This is an optimization exercise on Yosys and OpenROAD, whose aim is small area, a short achievable clock period and few clock cycles, not a production implementation.
The RTL was checked by simulation tests, not by an equivalence proof against the original design.
No activity file was given, so power comes from the tool's default toggle rates.

--- flow/config.mk ---
export PLATFORM = sky130hd
export DESIGN_NAME = AxisCrcChecker
export DESIGN_NICKNAME = AxisCrcChecker
export VERILOG_FILES = /design/flow/design.v
export SDC_FILE = /design/flow/constraint.sdc
export NUM_CORES = 8
export LEC_CHECK = 0
export CAP_MARGIN = 40
export CORE_MARGIN = 2
export CORE_UTILIZATION = 60
export CTS_BUF_LIST = sky130_fd_sc_hd__clkbuf_16
export CTS_CLUSTER_DIAMETER = 100
export CTS_CLUSTER_SIZE = 30
export PLACE_DENSITY = 0.7
export SLEW_MARGIN = 40
export SYNTH_MEMORY_MAX_BITS = 16384
--- flow/constraint.sdc ---
create_clock -name core_clock -period 15.0 [get_ports {clock}]
set_input_delay 3.0000 -clock core_clock [delete_from_list [all_inputs] [get_ports {clock}]]
set_output_delay 3.0000 -clock core_clock [all_outputs]
set_load 0.01 [all_outputs]
--- flow/design.v ---
module calc_crc (
    input [7:0] CRC_I,
    input [7:0] DATA_I,
    output [7:0] CRC_O
);
    assign CRC_O[0] = CRC_I[0] ^ CRC_I[6] ^ CRC_I[7] ^ DATA_I[0] ^ DATA_I[6] ^ DATA_I[7];
    assign CRC_O[1] = CRC_I[0] ^ CRC_I[1] ^ CRC_I[6] ^ DATA_I[0] ^ DATA_I[1] ^ DATA_I[6];
    assign CRC_O[2] = CRC_I[0] ^ CRC_I[1] ^ CRC_I[2] ^ CRC_I[6] ^ DATA_I[0] ^ DATA_I[1] ^ DATA_I[2] ^ DATA_I[6];
    assign CRC_O[3] = CRC_I[1] ^ CRC_I[2] ^ CRC_I[3] ^ CRC_I[7] ^ DATA_I[1] ^ DATA_I[2] ^ DATA_I[3] ^ DATA_I[7];
    assign CRC_O[4] = CRC_I[2] ^ CRC_I[3] ^ CRC_I[4] ^ DATA_I[2] ^ DATA_I[3] ^ DATA_I[4];
    assign CRC_O[5] = CRC_I[3] ^ CRC_I[4] ^ CRC_I[5] ^ DATA_I[3] ^ DATA_I[4] ^ DATA_I[5];
    assign CRC_O[6] = CRC_I[4] ^ CRC_I[5] ^ CRC_I[6] ^ DATA_I[4] ^ DATA_I[5] ^ DATA_I[6];
    assign CRC_O[7] = CRC_I[5] ^ CRC_I[6] ^ CRC_I[7] ^ DATA_I[5] ^ DATA_I[6] ^ DATA_I[7];
endmodule
module AxisCrcChecker(
  input        clock,
  input        reset,
  output       io_AxisSlv_ready,
  input        io_AxisSlv_valid,
  input        io_AxisSlv_bits_Tlast,
  input  [7:0] io_AxisSlv_bits_Tdata,
  input        io_AxisMst_ready,
  output       io_AxisMst_valid,
  output       io_AxisMst_bits_Tlast,
  output [7:0] io_AxisMst_bits_Tdata
);
  localparam N  = 1024;           
  localparam LW = 5;              
  localparam LR = 5;              
  localparam KW = N >> LW;        
  localparam KR = N >> LR;        
  localparam [LR-1:0] RC = {LR{1'b1}};  
  localparam QD = 8;              
  localparam QL = 3;
  reg        in_rdy;
  wire       acc = io_AxisSlv_valid & in_rdy;
  reg  [7:0] crc;
  wire [7:0] crc_n;
  calc_crc u_calc_crc (.CRC_I(crc), .DATA_I(io_AxisSlv_bits_Tdata), .CRC_O(crc_n));
  wire       in_g = (crc_n == 8'h00);
  always @(posedge clock) begin
    if (reset) crc <= 8'hff;
    else if (acc) crc <= io_AxisSlv_bits_Tlast ? 8'hff : crc_n;
  end
  reg [9:0] bq0, bq1;             
  reg       b_wp, b_rp;
  reg [1:0] b_cnt;
  wire      b_ne = (b_cnt != 2'd0);
  wire [9:0] b_head = b_rp ? bq1 : bq0;
  wire [7:0] w_d = b_head[7:0];
  wire       w_l = b_head[8];
  wire       w_g = b_head[9];
  always @(posedge clock) begin
    if (acc & ~b_wp) bq0 <= {in_g, io_AxisSlv_bits_Tlast, io_AxisSlv_bits_Tdata};
    if (acc &  b_wp) bq1 <= {in_g, io_AxisSlv_bits_Tlast, io_AxisSlv_bits_Tdata};
  end
  reg  [9:0]  T;                  
  reg  [9:0]  wp;                 
  reg  [10:0] w_id;               
  reg  [10:0] r_id;               
  reg  [10:0] pk_start;           
  reg  [9:0]  pk_len;             
  reg  [9:0]  rp;                 
  reg         r_al;               
  reg         cur_v;              
  reg  [9:0]  rem;                
  reg         lastb;              
  reg [20:0]   qq [0:QD-1];
  reg [QL-1:0] q_wp, q_rp;
  reg [QL:0]   q_cnt;
  wire [20:0]  q_head = qq[q_rp];
  wire         q_ne = (q_cnt != 0);
  reg        c_v, c_g;
  reg [9:0]  c_len;
  wire full   = (w_id[9:0] == r_id[9:0]) & (w_id[10] != r_id[10]);
  wire w_al   = (wp[LW-1:0] == 0);
  wire q_room = (q_cnt + c_v) < QD;
  wire wr     = b_ne & w_al & ~full & (~w_l | ~w_g | q_room);
  wire empty  = (w_id == r_id) & ~cur_v & ~q_ne & ~c_v;
  wire hold   = empty & w_al & ~b_ne;
  wire [9-LW:0] w_tap = wp[9:LW];
  reg        credit;
  reg  [2:0] f_used;              
  reg        x_v;
  wire       rd    = cur_v & r_al & credit;
  wire       next  = ~cur_v | (rd & lastb);
  wire       load  = next & q_ne;
  wire [9:0] rp_ld = T + 10'd1 - q_head[19:10];
  reg  [8*N-1:0] ring;
  wire [8*N-1:0] rot = {ring[8*N-9:0], ring[8*N-1:8*N-8]};
  integer k;
  always @(posedge clock) begin
    ring <= rot;
    for (k = 0; k < KW; k = k + 1)
      if (wr && w_tap == k) ring[8*(k<<LW) +: 8] <= w_d;
  end
  wire [8*KR-1:0] taps;
  genvar g;
  generate
    for (g = 0; g < KR; g = g + 1) begin : g_tap
      assign taps[8*g +: 8] = ring[8*((g<<LR)+RC) +: 8];
    end
  endgenerate
  reg [7:0] x_d;
  reg       x_l;
  always @(posedge clock) begin
    x_v <= ~reset & rd;
    x_d <= taps[8*rp[9:LR] +: 8];
    x_l <= lastb;
  end
  reg pop_q;
  wire [2:0] f_next = f_used + x_v - pop_q;
  always @(posedge clock) begin
    if (reset) begin
      T <= 10'd0;
      wp <= 10'd0;
      w_id <= 11'd1;
      r_id <= 11'd1;
      pk_start <= 11'd1;
      pk_len <= 10'd0;
      cur_v <= 1'b0;
      rem <= 10'd0;
      lastb <= 1'b0;
      rp <= 10'd0;
      r_al <= 1'b0;
      b_wp <= 1'b0; b_rp <= 1'b0; b_cnt <= 2'd0;
      q_wp <= 0; q_rp <= 0; q_cnt <= 0;
      c_v <= 1'b0; c_g <= 1'b0; c_len <= 10'd0;
      in_rdy <= 1'b1;
      f_used <= 3'd0;
      credit <= 1'b0;
    end else begin
      if (~hold) T <= T + 10'd1;
      if (acc) b_wp <= ~b_wp;
      if (wr)  b_rp <= ~b_rp;
      b_cnt <= b_cnt + acc - wr;
      in_rdy <= ({1'b0, b_cnt} + in_rdy - wr) <= 3'd1;
      if (wr) begin
        w_id <= w_id + 11'd1;
        pk_len <= w_l ? 10'd0 : pk_len + 10'd1;
      end else if (~hold) wp <= wp + 10'd1;
      c_v <= wr & w_l;
      c_g <= w_g;
      c_len <= pk_len;
      if (c_v) pk_start <= w_id;
      if (c_v & c_g) begin
        qq[q_wp] <= {pk_start, c_len};
        q_wp <= q_wp + 1'b1;
      end
      q_cnt <= q_cnt + (c_v & c_g) - load;
      if (load) q_rp <= q_rp + 1'b1;
      if (load) begin
        cur_v <= 1'b1;
        r_id <= q_head[20:10];
        rem <= q_head[9:0];
        lastb <= (q_head[9:0] == 10'd0);
        rp <= rp_ld;
        r_al <= (rp_ld[LR-1:0] == RC);
      end else begin
        if (next) cur_v <= 1'b0;
        if (rd) begin
          r_id <= r_id + 11'd1;
          rem <= rem - 10'd1;
          lastb <= (rem == 10'd1);
        end else begin
          if (~cur_v) r_id <= pk_start;
          rp <= rp + 10'd1;
          r_al <= (rp[LR-1:0] == RC - 1'b1);
        end
      end
      f_used <= f_next;
      credit <= ({1'b0, f_next} + rd) <= 4'd3;
    end
  end
  reg       o_v;
  reg [7:0] o_d;
  reg       o_l;
  reg [8:0] oq [0:2];
  reg [1:0] oq_wp, oq_rp, oq_cnt;
  wire      o_load = ~o_v | io_AxisMst_ready;
  wire      oq_ne  = (oq_cnt != 2'd0);
  wire [8:0] oq_head = oq[oq_rp];
  wire      oq_pop  = o_load & oq_ne;
  wire      oq_push = x_v & ~(o_load & ~oq_ne);
  always @(posedge clock) begin
    if (oq_push) oq[oq_wp] <= {x_l, x_d};
    if (reset) begin
      o_v <= 1'b0;
      oq_wp <= 2'd0; oq_rp <= 2'd0; oq_cnt <= 2'd0;
      pop_q <= 1'b0;
    end else begin
      pop_q <= o_v & io_AxisMst_ready;
      if (o_load) begin
        o_v <= oq_ne | x_v;
        {o_l, o_d} <= oq_ne ? oq_head : {x_l, x_d};
      end
      if (oq_push) oq_wp <= (oq_wp == 2'd2) ? 2'd0 : oq_wp + 2'd1;
      if (oq_pop)  oq_rp <= (oq_rp == 2'd2) ? 2'd0 : oq_rp + 2'd1;
      oq_cnt <= oq_cnt + oq_push - oq_pop;
    end
  end
  assign io_AxisSlv_ready      = in_rdy;
  assign io_AxisMst_valid      = o_v;
  assign io_AxisMst_bits_Tdata = o_d;
  assign io_AxisMst_bits_Tlast = o_l;
endmodule
--- flow/flow/run.sh ---
#!/bin/bash
# Standard layout, with a fast buffer on every port instead of the default choice.
set -euo pipefail
export BUFFER_PORTS_ARGS="-buffer_cell sky130_fd_sc_hd__buf_4"
bash standard.sh > standard.log 2>&1
--- flow/standard.sh ---
#!/bin/bash
# synth_recipe.tcl (not shown) runs the flow's synth.tcl, then flattens the netlist and writes it again
# the make line also repeats each setting of config.mk as NAME=value (left out here)
make -C /OpenROAD-flow-scripts/flow DESIGN_CONFIG=/design/flow/config.mk WORK_HOME=/design/flow/orfs CLKGATE_MAP_FILE= SYNTH_SCRIPT=/design/flow/synth_recipe.tcl "${@:-finish}"
==> run summary, run 1 <==
CTS tree done; Max transition margin 0.464; crit-path leading delay family flip-flops; area delta synth->final 7.65%; NumNets Final slightly above 10000; Critical path origin in_rdy; TNS Setup 0 ns; Worst Setup End Kind primary output; Routed Antenna Nets 0; Final Setup Violations 0; share of cells above drive strength 1 0.0862; CORE AREA 308000 µm²; final hold vios 0; CP Depth 1; synthesized area per cell 18.8 µm²; # hold bufs at CTS 0; HPWL after DPL 146 mm; die width ~560 µm; total power 35.2 mW; Ys Warns 1; Starting Density 0.602; skew final around 0.046 ns; P_leak 78.4 nW; wire per inst ~17 µm; fill cell count just over 20000; drt via density 4.45; worst path buffer plus inverter count 1; CP Cell Sequence buf_4; Worst R2R Path Depth 8; number of remaining DRC errors 0; r2r startpoint c_v; max-cap viol count 0; CTS clk-pin slew, worst paths between 0.1 and 0.15 ns; sequential share of the synthesized area 0.937; Non-Filler Instances ~14000; crit-path max cell delay 0.45 ns; critical path arrival 1.52 ns; Die ar. roughly 310000 µm²; hold wc startpoint ring[619]; Post-CTS Setup Bufs 0; Worst R2R Setup Slack between 10 and 15 ns; CTS resizes 0; Root Buffer clkbuf_16; port bufs 23; final wirelength 250 mm; Via Count between 60000 and 70000; CP endpoint io_AxisSlv_ready; CP max-delay cell dfxtp_1; hold slack 0.298 ns; Detailed Routing Iterations Pass 1 5; Max Freq about 220 MHz; global route overflow 0; asr flop ratio synth 0; row count 204; CP Launch Type flip-flop; TritonCTS Buffers 327; most common cell after layout, fill and taps aside dfxtp_1; largest net degree at the start of global routing 84; Cells after Synth 9853; GRT Total Usage 0.158; CTS max path bufs 4; top_reg_cell synth dfxtp_1; first-pass GRT wire length around 380 mm; Least-Margin Pin Slew between 0.8 and 0.9 ns; Yosys reg bits roughly 8600; maximum level of the CTS H-tree 5; number of clock sinks about 8600; crit-path max FO 4; Mapped Nets 9906; min Tclk post-route 4.52 ns; Mapped Area 185000 µm²; GPL Wtd Cong 0.771; pwr/cell area 176 nW/µm²; DRT iter0 DRCs 3494; outcome timing/DRC/antenna clean; placed cells roughly 14000; post-synthesis cell type count between 70 and 80; R2R Path End ring[4867]; Worst VDD drop 0.118 mV; vias in the first global route 65000; most frequent cells in the layout dfxtp_1, clkbuf_16, edfxtp_1; Post-synth EDFFs 224; Critical Path RT around 12 ns; Tcrit/Tclk final 0.301; initial antenna violation count 34; WS Path Type reg -> out; Clock Latency Late Sink a little over 0.9 ns; # IOs 24; HP Class reg -> reg; RSZ-0062 raised after global routing no; Die H 560 µm; Final Slew Violations 0
==> final cells by class <==
type	count	area, µm²	area share
Tap cell	4120	5150	0.0258
Sequential cell	8564	174000	0.870
Inverter	32	123	0.000614
Antenna cell	18	45.0	0.000226
Clock inverter	39	479	0.00240
Multi-Input combinational cell	1145	11300	0.0567
Clock buffer	334	8360	0.0419
Timing Repair Buffer	55	445	0.00223
==> layer usage <==
layer,GRT usage,wire [µm],share of wire,up-vias
met3,0.0200,9200,0.037,430
met4,0.0495,7150,0.029,2
met1,0.235,124000,0.50,30800
met2,0.244,109000,0.44,856
met5,0,20,0.000080,-
li1,-,-,-,31600
==> logic make-up (layout without fill, tap and decap cells) <==
kind of cell	after synthesis	after routing	synth area share
xor+xnor	101	101	0.00477
other cells	0	18	0
buf+inv	144	460	0.00318
mux	439	439	0.0349
flops	8564	8564	0.937
fa+ha+maj	40	40	0.00286
simple gates	406	406	0.0119
compound gates	159	159	0.00567
==> where the power goes <==
part	internal [mW]	switching (mW)	leakage [nW]
registers	23.3	0.266	69.2
logic	0.503	0.852	4.76
clock network	4.12	6.20	4.38
total	27.9	7.32	78.4
==> registers in the layout, indices dropped and copies added, names as in the netlist, 11 cells and up, named ones only <==
name,cells
ring,8192
qq,168
oq,27
pk_start,11
r_id,11
w_id,11
==> worst min path at each step <==
stage	end	slack [ns]	depth (start not counted)
CTS	ring[627]	0.28	0
floorplan	ring[1000]	0.31	0
detailed placement	ring[1353]	0.31	0
finish	ring[627]	0.30	0
global route	ring[595]	0.29	0
global placement	ring[7547]	0.31	0
==> per-stage QoR <==
step,cell area (µm²),setup slack [ns],util
after global placement,191000,9.77,0.619
after global routing,200000,10.39,0.648
after CTS,200000,10.37,0.648
after detailed placement,191000,10.04,0.619
after floorplan,185000,9.53,-
final,200000,10.48,0.648
==> Yosys cell counts (4+ instances only) <==
cell	instances	area share
dfxtp_1	8340	0.90
edfxtp_1	224	0.036
mux2_2	221	0.013
nor2_1	141	0.0029
mux4_2	122	0.015
clkbuf_1	81	0.0016
nand2_1	65	0.0013
mux2_4	56	0.0045
xnor2_1	55	0.0026
xor2_1	46	0.0022
a21oi_1	44	0.0012
mux2i_1	39	0.0021
o21ai_0	37	0.0010
ha_1	36	0.0024
nand3_1	30	0.00081
inv_1	29	0.00059
nor2b_1	29	0.00098
nor3_1	21	0.00057
nand3_2	20	0.0011
nand4_1	17	0.00057
a211oi_1	15	0.00061
and3_1	15	0.00051
buf_1	15	0.00030
nand2b_1	15	0.00051
buf_2	13	0.00035
nand3_4	10	0.00094
a21o_1	8	0.00032
nor4_1	8	0.00027
o22ai_1	8	0.00027
a32o_1	7	0.00038
nor3b_1	7	0.00028
or4_1	6	0.00024
a311oi_1	4	0.00019
fa_1	4	0.00043
or3_1	4	0.00013
Testbench counts, summed over its fixed seeds: cycles 46,188.
==> run 2, diff against run 1 <==
==> flow/run.sh (new file) <==
#!/bin/bash
# synth_recipe.tcl (not shown) runs the flow's synth.tcl, then flattens the netlist and writes it again
# the make line also repeats each setting of config.mk as NAME=value (left out here)
make -C /OpenROAD-flow-scripts/flow DESIGN_CONFIG=/design/flow/config.mk WORK_HOME=/design/flow/orfs CLKGATE_MAP_FILE= SYNTH_SCRIPT=/design/flow/synth_recipe.tcl finish
removed: flow/flow/run.sh
removed: flow/standard.sh
==> run 2 against run 1 <==
Compared with the run above: still clean; cell count barely moved; hold slack lost 0.0086 ns; final area hardly changed; clock skew increased by 0.0080 ns; via count decreased by 0.14%; maximum frequency shrank 7.5%; area after synthesis is the same; synthesized cell count unchanged; critical path depth did not move; critical path type unchanged; critical endpoint unchanged; largest power group unchanged.
==> run summary, run 2 <==
NumNets Final 10200 (about the same); fin util 0.648 (about the same); GRT Total Usage 0.156 (was 0.158); port bufs 23 (unchanged); max-cap viol count 0 (unchanged); share of the synthesized area in the top cell type 0.900 (unchanged); min Tclk post-route 4.89 ns (was 4.52 ns); GPL Wtd Cong 0.765 (was 0.771); RSZ-0062 raised after global routing no (unchanged); most frequent cells in the layout dfxtp_1, clkbuf_16, edfxtp_1 (unchanged); final wirelength 247 mm (was 250 mm); Starting Density 0.602 (unchanged); Post-synth EDFFs 224 (unchanged); wire per inst 17.3 µm (was 17.5 µm); die width 560 µm (unchanged); Die H 560 µm (unchanged); number of clock sinks 8564 (unchanged); Root Buffer clkbuf_16 (unchanged); pwr/cell area 176 nW/µm² (about the same); first-pass GRT wire length 379 mm (was 381 mm); post-synthesis cell type count 73 (unchanged); Max transition margin 0.431 (was 0.464); area leader, netlist dfxtp_1 (unchanged); CP Launch Type flip-flop (unchanged); CTS tree done (unchanged); Least-Margin Pin Slew 0.854 ns (was 0.804 ns); TNS Setup 0 ns (unchanged); crit-path max FO 4 (unchanged); Clock Latency Late Sink 0.93 ns (about the same); worst path buffer plus inverter count 1 (unchanged); Post-DP Area 191000 µm² (about the same); CP max-delay cell clkdlybuf4s50_1 (was dfxtp_1); row count 204 (unchanged); Tcrit/Tclk final 0.326 (was 0.301); register bank with the most flops ring (unchanged); Detailed Routing Iterations Pass 1 5 (unchanged); most frequent cell after synthesis dfxtp_1 (unchanged); share of cells above drive strength 1 0.0840 (was 0.0862); most common cell after layout, fill and taps aside dfxtp_1 (unchanged); Final WS setup 10.11 ns (was 10.48 ns); pre-CTS setup slack 9.80 ns (was 10.04 ns); largest net degree at the start of global routing 90 (was 84); Via Count 63600 (was 63700); Final Slew Violations 0 (unchanged); TritonCTS Buffers 327 (unchanged); P_leak 78.3 nW (was 78.4 nW); global route overflow 0 (unchanged); drt via density 4.45 (about the same); vias in the first global route 64700 (was 65000); asr flop ratio synth 0 (unchanged); CTS clk-pin slew, worst paths 0.10 ns (was 0.11 ns); Ys Warns 1 (unchanged); largest registers ring (8192), qq (168), oq (27) (unchanged); hold wc startpoint ring[5446] (was ring[619]); # hold bufs at CTS 0 (unchanged); Critical path origin in_rdy (unchanged); crit-path leading delay family buffers and inverters (was flip-flops); Synth area leaders dfxtp_1, edfxtp_1, mux4_2 (unchanged); DRT iter0 DRCs 3917 (was 3494); crit-path max cell delay 0.58 ns (was 0.45 ns); top_reg_cell synth dfxtp_1 (unchanged); WS Path Type reg -> out (unchanged); skew final 0.0535 ns (was 0.0455 ns); hold slack 0.289 ns (was 0.298 ns); Cells after Synth 9853 (unchanged); HPWL after DPL 145 mm (was 146 mm); CP Cell Sequence clkdlybuf4s50_1 (was buf_4); outcome timing/DRC/antenna clean (unchanged); CORE AREA 308000 µm² (unchanged); r2r startpoint q_cnt[1] (was c_v); Max Freq 205 MHz (was 221 MHz); Critical Path RT 12.00 ns (about the same); Post-CTS Setup Bufs 0 (unchanged); Yosys reg bits 8564 (unchanged); Routed Antenna Nets 0 (unchanged); critical path arrival 1.89 ns (was 1.52 ns); final hold vios 0 (unchanged); # IOs 24 (unchanged); sequential share of the synthesized area 0.937 (unchanged); CTS resizes 0 (unchanged); Mapped Nets 9906 (unchanged); Design Area, Final 200000 µm² (about the same); Worst VDD drop 0.116 mV (was 0.118 mV); Die ar. 314000 µm² (unchanged); CTS max path bufs 4 (unchanged); synthesized area per cell 18.8 µm² (unchanged); area delta synth->final 7.68% (was 7.65%); maximum level of the CTS H-tree 5 (unchanged); Worst Setup End Kind primary output (unchanged); Final Setup Violations 0 (unchanged); number of remaining DRC errors 0 (unchanged); Synth top cells by count dfxtp_1, edfxtp_1, mux2_2 (unchanged); HP Class reg -> reg (unchanged); max reg flops 8192 (unchanged); Mapped Area 185000 µm² (unchanged); initial antenna violation count 25 (was 34)
==> run 2: metrics by stage <==
step           cells  total power, mW
2_1_floorplan   9853             24.8
3_3_place_gp   13900             25.4
3_5_place_dp   13900             25.5
4_1_cts        14300             35.5
5_1_grt        14300             36.5
6_report       14300             35.2
==> run 2: area by class of cell <==
cell class | instances | area [µm²]
antenna | 16 | 40.0
clock buffer | 332 | 8310
clock inverter | 42 | 536
fill | 20400 | 108000
inverter | 32 | 121
multi-input combinational | 1145 | 11300
sequential | 8564 | 174000
tap | 4120 | 5150
timing repair buffer | 53 | 498
==> run 2: logic make-up after synthesis <==
family	share of synthesized area
AOI/OAI and AO/OA	0.00567
and+or+nand+nor	0.0119
DFF	0.937
adders and majority gates	0.00286
xor gates and xnor gates	0.00477
muxes	0.0349
buffers and inverters	0.00318
==> run 2: worst paths after layout <==
kind,endpoint,slack [ns],cells after the start
max reg2reg,ring[768],10.89,9
min,ring[5454],0.29,0
max,io_AxisSlv_ready,10.11,1
min reg2reg,ring[5454],0.29,0
==> run 2: routing by layer <==
layer,part of all wire,GRT usage
met5,0.000028,0
met4,0.023,0.0385
met3,0.035,0.0230
met2,0.44,0.240
met1,0.51,0.236
==> run 2: report_power, final <==
group | total, mW | leakage, nW | internal [mW] | switching, mW
combinational | 1.37 | 4.71 | 0.506 | 0.866
clock | 10.3 | 4.37 | 4.09 | 6.22
sequential | 23.5 | 69.2 | 23.3 | 0.260
==> run 3, diff against run 2 <==
==> flow/flow/run.sh (new file) <==
#!/bin/bash
# Standard layout, with a fast buffer on every port and timing repair aimed
# below the 15 ns constraint.
set -euo pipefail
export BUFFER_PORTS_ARGS="-buffer_cell sky130_fd_sc_hd__buf_4"
export SETUP_SLACK_MARGIN=11
bash standard.sh > standard.log 2>&1
==> flow/standard.sh (new file) <==
#!/bin/bash
# synth_recipe.tcl (not shown) runs the flow's synth.tcl, then flattens the netlist and writes it again
# the make line also repeats each setting of config.mk as NAME=value (left out here)
make -C /OpenROAD-flow-scripts/flow DESIGN_CONFIG=/design/flow/config.mk WORK_HOME=/design/flow/orfs CLKGATE_MAP_FILE= SYNTH_SCRIPT=/design/flow/synth_recipe.tcl "${@:-finish}"
removed: flow/run.sh
==> run 3 against run 2 <==
Compared with the run above: still clean; cell count hardly changed; register-to-register slack better by 0.45 ns; combinational power about the same.
==> run summary, run 3 <==
GPL Wtd Cong 0.775 (was 0.765); WS Path Type reg -> out (unchanged); Worst Setup End Kind primary output (unchanged); register bank with the most flops ring (unchanged); Starting Density 0.602 (unchanged); Cells after Synth 9853 (unchanged); critical path arrival 1.45 ns (was 1.89 ns); pwr/cell area 176 nW/µm² (about the same); drt via density 4.44 (was 4.45); fill cell count 20300 (was 20400); Detailed Routing Iterations Pass 1 5 (unchanged); largest registers ring (8192), qq (168), oq (27) (unchanged); GRT Total Usage 0.157 (was 0.156); HP Class reg -> reg (unchanged); number of remaining DRC errors 0 (unchanged); outcome timing/DRC/antenna clean (unchanged); area delta synth->final 7.77% (was 7.68%); multi-input logic area 11600 µm² (was 11300 µm²); # hold bufs at CTS 0 (unchanged); sequential share of the synthesized area 0.937 (unchanged); Critical Path RT 12.00 ns (about the same); Clock Latency Late Sink 0.94 ns (was 0.93 ns); Via Count 63500 (was 63600); vias in the first global route 64900 (was 64700); DRT iter0 DRCs 3720 (was 3917); crit-path max FO 1 (was 4); most frequent cells in the layout dfxtp_1, clkbuf_16, edfxtp_1 (unchanged); Synth top cells by count dfxtp_1, edfxtp_1, mux2_2 (unchanged); row count 204 (unchanged); Tcrit/Tclk final 0.296 (was 0.326); Mapped Nets 9906 (unchanged); number of clock sinks 8564 (unchanged); CP Cell Sequence buf_4 (was clkdlybuf4s50_1); Least-Margin Pin Slew 0.847 ns (was 0.854 ns); CTS max path bufs 4 (unchanged); crit-path leading delay family flip-flops (was buffers and inverters); hold slack 0.269 ns (was 0.289 ns); CP Launch Type flip-flop (unchanged); Max Freq 225 MHz (was 205 MHz); global route overflow 0 (unchanged); NumNets Final 10200 (about the same); Post-DP Area 191000 µm² (about the same); Yosys reg bits 8564 (unchanged); Mapped Area 185000 µm² (unchanged); Ys Warns 1 (unchanged); Final Slew Violations 0 (unchanged); share of cells above drive strength 1 0.0884 (was 0.0840); Die H 560 µm (unchanged); most common cell after layout, fill and taps aside dfxtp_1 (unchanged); crit-path max cell delay 0.39 ns (was 0.58 ns); HPWL after DPL 143 mm (was 145 mm); area leader, netlist dfxtp_1 (unchanged); asr flop ratio synth 0 (unchanged); total power 35.2 mW (about the same); TritonCTS Buffers 326 (was 327); synthesized area per cell 18.8 µm² (unchanged); register area 174000 µm² (about the same); top_reg_cell synth dfxtp_1 (unchanged); largest net degree at the start of global routing 86 (was 90); port bufs 23 (unchanged); worst path buffer plus inverter count 1 (unchanged); wire per inst 17.3 µm (about the same); RSZ-0062 raised after global routing yes (was no); initial antenna violation count 19 (was 25); min Tclk post-route 4.45 ns (was 4.89 ns); post-synthesis cell type count 73 (unchanged); Synth area leaders dfxtp_1, edfxtp_1, mux4_2 (unchanged); final hold vios 0 (unchanged); final wirelength 248 mm (was 247 mm); max-cap viol count 0 (unchanged); die width 560 µm (unchanged); Root Buffer clkbuf_16 (unchanged); max reg flops 8192 (unchanged); CTS clk-pin slew, worst paths 0.10 ns (about the same); Max transition margin 0.435 (was 0.431); Final Setup Violations 0 (unchanged); Die ar. 314000 µm² (unchanged); Post-synth EDFFs 224 (unchanged); share of the synthesized area in the top cell type 0.900 (unchanged); CTS tree done (unchanged); Routed Antenna Nets 0 (unchanged); CP max-delay cell edfxtp_1 (was clkdlybuf4s50_1); CORE AREA 308000 µm² (unchanged); P_leak 78.4 nW (was 78.3 nW); first-pass GRT wire length 380 mm (was 379 mm); maximum level of the CTS H-tree 5 (unchanged); most frequent cell after synthesis dfxtp_1 (unchanged); Worst VDD drop 0.118 mV (was 0.116 mV); TNS Setup 0 ns (unchanged); skew final 0.0691 ns (was 0.0535 ns); # IOs 24 (unchanged); Design Area, Final 200000 µm² (about the same)
-- run 3: changes by cell type in the layout (fill, tap and decap cells not counted), moves of 5 or more --
cell / previous run / this run
buf_4: 26 / 40
nor2_4: 0 / 8
clkinv_8: 13 / 7
clkdlybuf4s50_1: 22 / 0
buf_6: 2 / 10
inv_16: 2 / 7
xnor2_1: 55 / 50
nor2_1: 138 / 130
-- run 3: cells by family after synthesis --
| group | share of synthesized area |
|---|---|
| xor+xnor | 0.00477 |
| fa+ha+maj | 0.00286 |
| flops | 0.937 |
| mux | 0.0349 |
| simple gates | 0.0119 |
| compound gates | 0.00567 |
| buf+inv | 0.00318 |
-- run 3: path summary, 6_finish.rpt --
| kind | cells past startpoint | start | end | slack, ns |
|---|---|---|---|---|
| worst max-delay path | 1 | o_d[6] | io_AxisMst_bits_Tdata[6] | 10.55 |
| worst min register to register | 0 | ring[457] | ring[465] | 0.27 |
| worst min-delay path | 0 | ring[457] | ring[465] | 0.27 |
| worst max register to register | 11 | c_v | in_rdy | 11.34 |
-- run 3: layout make-up --
type	instances	share of cell area
Multi-Input combinational cell	1145	0.0578
Antenna cell	12	0.000150
Tap cell	4120	0.0258
Sequential cell	8564	0.869
Clock buffer	333	0.0417
Clock inverter	38	0.00246
Inverter	32	0.000639
Timing Repair Buffer	51	0.00217
-- run 3: per-stage QoR --
step / utilization / cells / worst slack [ns]
3_3_place_gp: 0.619 / 13900 / 9.91
4_1_cts: 0.648 / 14300 / 10.44
3_5_place_dp: 0.620 / 13900 / 10.16
2_1_floorplan: - / 9853 / 10.48
6_report: 0.649 / 14300 / 10.55
5_1_grt: 0.649 / 14300 / 10.44
-- run 3: where the power goes --
part	switching [mW]	internal, mW
Combinational	0.827	0.509
Sequential	0.282	23.3
Clock	6.22	4.08
Total	7.33	27.9
-- run 3: repair_timing --
action,in CTS,in global routing
buffers inserted,1,0
resized for setup,8,3
endpoints found under the setup margin,50,12
-- run 3: layer usage --
layer  vias up  routed length [µm]  GRT usage
met5         -                   0          0
met4         0                5290     0.0379
met3       347                9060     0.0251
met2       799              109000      0.243
met1     30700              125000      0.234
li1      31600                   -          -

static timing again, ports no longer ideal:
No port has a modelled driver above. Below, the same layouts with a new extraction and two added sets of constraints. Step 1, drivers: a clkbuf_16 drives clock and a buf_2 each remaining input, both assumed. Step 2 times the ports against the registers' clock, not the clock port: input delays grow and output delays shrink by t, the midpoint of the rising clock arrivals with the driver on. a / b / c = ideal / step 1 / step 2; a / b = the first two.
run | shift t [ns] | slack for setup (ns) | worst setup path at the end
run 1 | 0.990 | 10.479 / 10.388 / 10.002 | input to register
run 2 | 0.987 | 10.113 / 10.023 / 9.808 | input to register
run 3 | 0.982 | 10.553 / 10.458 / 10.134 | input to register
After both steps every run listed still meets setup and hold. The setup slack of run 1, which loses most, moves by -0.091 ns with the drivers and by -0.477 ns with both steps.
